From an optimization exercise on the open Yosys and OpenROAD flow, aimed at small area and a short achievable clock period; shortcuts taken in it are not production practice. Function was checked by simulation only, so behaviour that the tests miss may differ from the original.

## statem
module statem(
	input	wire		clk,
	input	wire		rst,
	input	wire[15:0]	sw,
	output	wire[15:0]	Fout
	);
For scale: ~520 cells after synthesis, roughly 34 I/O pins, about 3800 um^2 of cells after synthesis.
==> module statem, before the edit <==
module statem(
	input	wire		clk,
	input	wire		rst,
	input	wire[15:0]	sw,
	output	wire[15:0]	Fout
	);
	reg[1:0]	i;
	reg		show;		 
	reg[15:0]	A0;
	reg[15:0]	B0;
	reg[7:0]	cr;		 
	wire	i0 = (i == 2'd0);
	wire	i1 = (i == 2'd1);
	wire	i2 = (i == 2'd2);
	wire	i3 = (i == 2'd3);
	wire	o_add = (sw[3:0] == 4'b0001);
	wire	o_sub = (sw[3:0] == 4'b0010);
	wire[15:0]	bn = ({16{i1}} & sw) | ({16{i2 & o_add}} & B0) | ({16{i2 & o_sub}} & ~B0);
	wire[15:0]	y = i1 ? sw : ~B0;
	wire[16:0]	cy;
	cla16 nc(.g(A0 & y), .p(A0 ^ y), .ci(~i1), .c(cy));
	wire[7:0]	cyv = {cy[14], cy[12], cy[10], cy[8], cy[6], cy[4], cy[2], cy[0]};
	wire[7:0]	crn = ({8{i1 | (i2 & o_sub)}} & cyv) | ({8{i2 & o_add}} & cr);
	wire[15:0]	p = A0 ^ B0;
	wire[15:0]	g = A0 & B0;
	wire[16:0]	c;
	genvar k;
	generate
		for (k = 0; k < 8; k = k + 1) begin : fc
			assign c[2*k] = cr[k];
			assign c[2*k+1] = g[2*k] | (p[2*k] & cr[k]);
		end
	endgenerate
	assign c[16] = g[15] | (p[15] & c[15]);
	wire[15:0]	s = p ^ c[15:0];
	assign Fout = {16{show}} & s;
	wire	SF = s[15];
	wire	ZF = ~(|s);
	wire	CF = c[16] ^ cr[0];
	wire	OF = (c[15] ^ c[16]) & ~(cr[0] & ~(|A0));
	wire[15:0]	res;
	alu a(.en(i2), .op(sw[3:0]), .A(A0), .B(B0), .p(p), .g(g), .res(res));
	always @(posedge clk or negedge rst) begin
		if (rst == 0) begin
			i <= 2'd0;
			show <= 1'b0;
		end else begin
			i <= i + 2'd1;
			if (i2)
				show <= 1'b1;
		end
	end
	always @(posedge clk) begin
		B0 <= bn;
		cr <= crn;
		A0 <= ({16{i0}} & sw) | res | {12'b0, {4{i3}} & {SF, OF, ZF, CF}} |
		      ({16{i1 | (i2 & (o_add | o_sub))}} & A0);
	end
endmodule
Settings: LEC_CHECK=0, CAP_MARGIN=20, CORE_MARGIN=2, CORE_UTILIZATION=40, SETUP_SLACK_MARGIN=2.9, SLEW_MARGIN=20; clock period 6.0 ns.
standard.sh (not shown) runs the stock make flow with config.mk's settings and CLKGATE_MAP_FILE= SYNTH_SCRIPT=/design/flow/synth_recipe.tcl, a recipe that flattens the netlist after the stock synthesis.
==> flow/flow/run.sh <==
#!/bin/bash
# Own flow: the standard layout, except that synthesis leaves adders to ABC
# (no full/half-adder cells) and maps with the ABC script in flow/abc.script.
set -euo pipefail
W=$(pwd)
# scripts folder = ORFS's scripts, with abc_area.script replaced by ours
mkdir -p "$W/scripts_own"
for f in "$FLOW_HOME"/scripts/*; do ln -sf "$f" "$W/scripts_own/"; done
rm -f "$W/scripts_own/abc_area.script"
cp "$W/flow/abc.script" "$W/scripts_own/abc_area.script"
make -C "$FLOW_HOME" DESIGN_CONFIG="$W/config.mk" WORK_HOME="$W/orfs" CLKGATE_MAP_FILE= \
	SYNTH_SCRIPT="$W/synth_recipe.tcl" SCRIPTS_DIR="$W/scripts_own" \
	ADDER_MAP_FILE= ABC_AREA=1 synth > "$W/synth.log" 2>&1
# the rest of the standard flow (synthesis is up to date, so make skips it),
# with plain buffers on the ports
export BUFFER_PORTS_ARGS="-buffer_cell sky130_fd_sc_hd__buf_2"
bash "$W/standard.sh" > "$W/layout.log" 2>&1
==> flow/flow/abc.script <==
strash
&get -n
&st
&dch -f
&nf -R 100
&put
topo
==> next run, changes <==
--- a/flow/design.v
+++ b/flow/design.v
@@ -88,13 +88,12 @@
 	wire	i3 = (i == 2'd3);
 	wire	o_add = (sw[3:0] == 4'b0001);
 	wire	o_sub = (sw[3:0] == 4'b0010);
 	wire[15:0]	bn = ({16{i1}} & sw) | ({16{i2 & o_add}} & B0) | ({16{i2 & o_sub}} & ~B0);
-	wire[15:0]	y = i1 ? sw : ~B0;
+	wire		cn = i2 & o_sub;
 	wire[16:0]	cy;
-	cla16 nc(.g(A0 & y), .p(A0 ^ y), .ci(~i1), .c(cy));
-	wire[7:0]	cyv = {cy[14], cy[12], cy[10], cy[8], cy[6], cy[4], cy[2], cy[0]};
-	wire[7:0]	crn = ({8{i1 | (i2 & o_sub)}} & cyv) | ({8{i2 & o_add}} & cr);
+	cla16 nc(.g(A0 & bn), .p(A0 ^ bn), .ci(cn), .c(cy));
+	wire[7:0]	crn = {cy[14], cy[12], cy[10], cy[8], cy[6], cy[4], cy[2], cy[0]};
 	wire[15:0]	p = A0 ^ B0;
 	wire[15:0]	g = A0 & B0;
 	wire[16:0]	c;
 	genvar k;
@@ -125,8 +124,8 @@
 	end
 	always @(posedge clk) begin
 		B0 <= bn;
 		cr <= crn;
-		A0 <= ({16{i0}} & sw) | res | {12'b0, {4{i3}} & {SF, OF, ZF, CF}} |
-		      ({16{i1 | (i2 & (o_add | o_sub))}} & A0);
+		if (i0 | i3 | (i2 & ~o_add & ~o_sub))
+			A0 <= ({16{i0}} & sw) | res | {12'b0, {4{i3}} & {SF, OF, ZF, CF}};
 	end
 endmodule
=>
- The new run passed the timing, DRC and antenna checks
- core utilization rises by 1.2 points
- setup slack is worse by 53 ps
- final area came out higher by 1.6%
- non-clock buffer count climbs by 12
- via count went down by 3.6%

[separate check: timing with driven ports]
How much do the figures lean on ideal ports? The routed layouts below were timed once more, with nothing changed but the port constraints.
Step 1 sets driving cells, clkbuf_16 on the clock port and buf_2 on the other inputs (assumed; they add their load-dependent delay and slew).
Step 2 times the ports against the registers' clock, not the clock port: input delays grow and output delays shrink by t, the midpoint of the rising clock arrivals with the driver on.
a / b / c = ideal ports / drivers / drivers and shift; a / b = the first two.
| run | t (ns) | setup WS [ns] | worst setup path after step 2 |
|---|---|---|---|
| the first run | 0.329 | 2.986 / 2.997 / 2.669 | input to register |
| the second run | 0.330 | 2.933 / 2.913 / 2.584 | input to register |
After both steps every run listed still meets setup and hold. The setup slack of the second run, which loses most, moves by -0.020 ns with the drivers and by -0.349 ns with both steps.
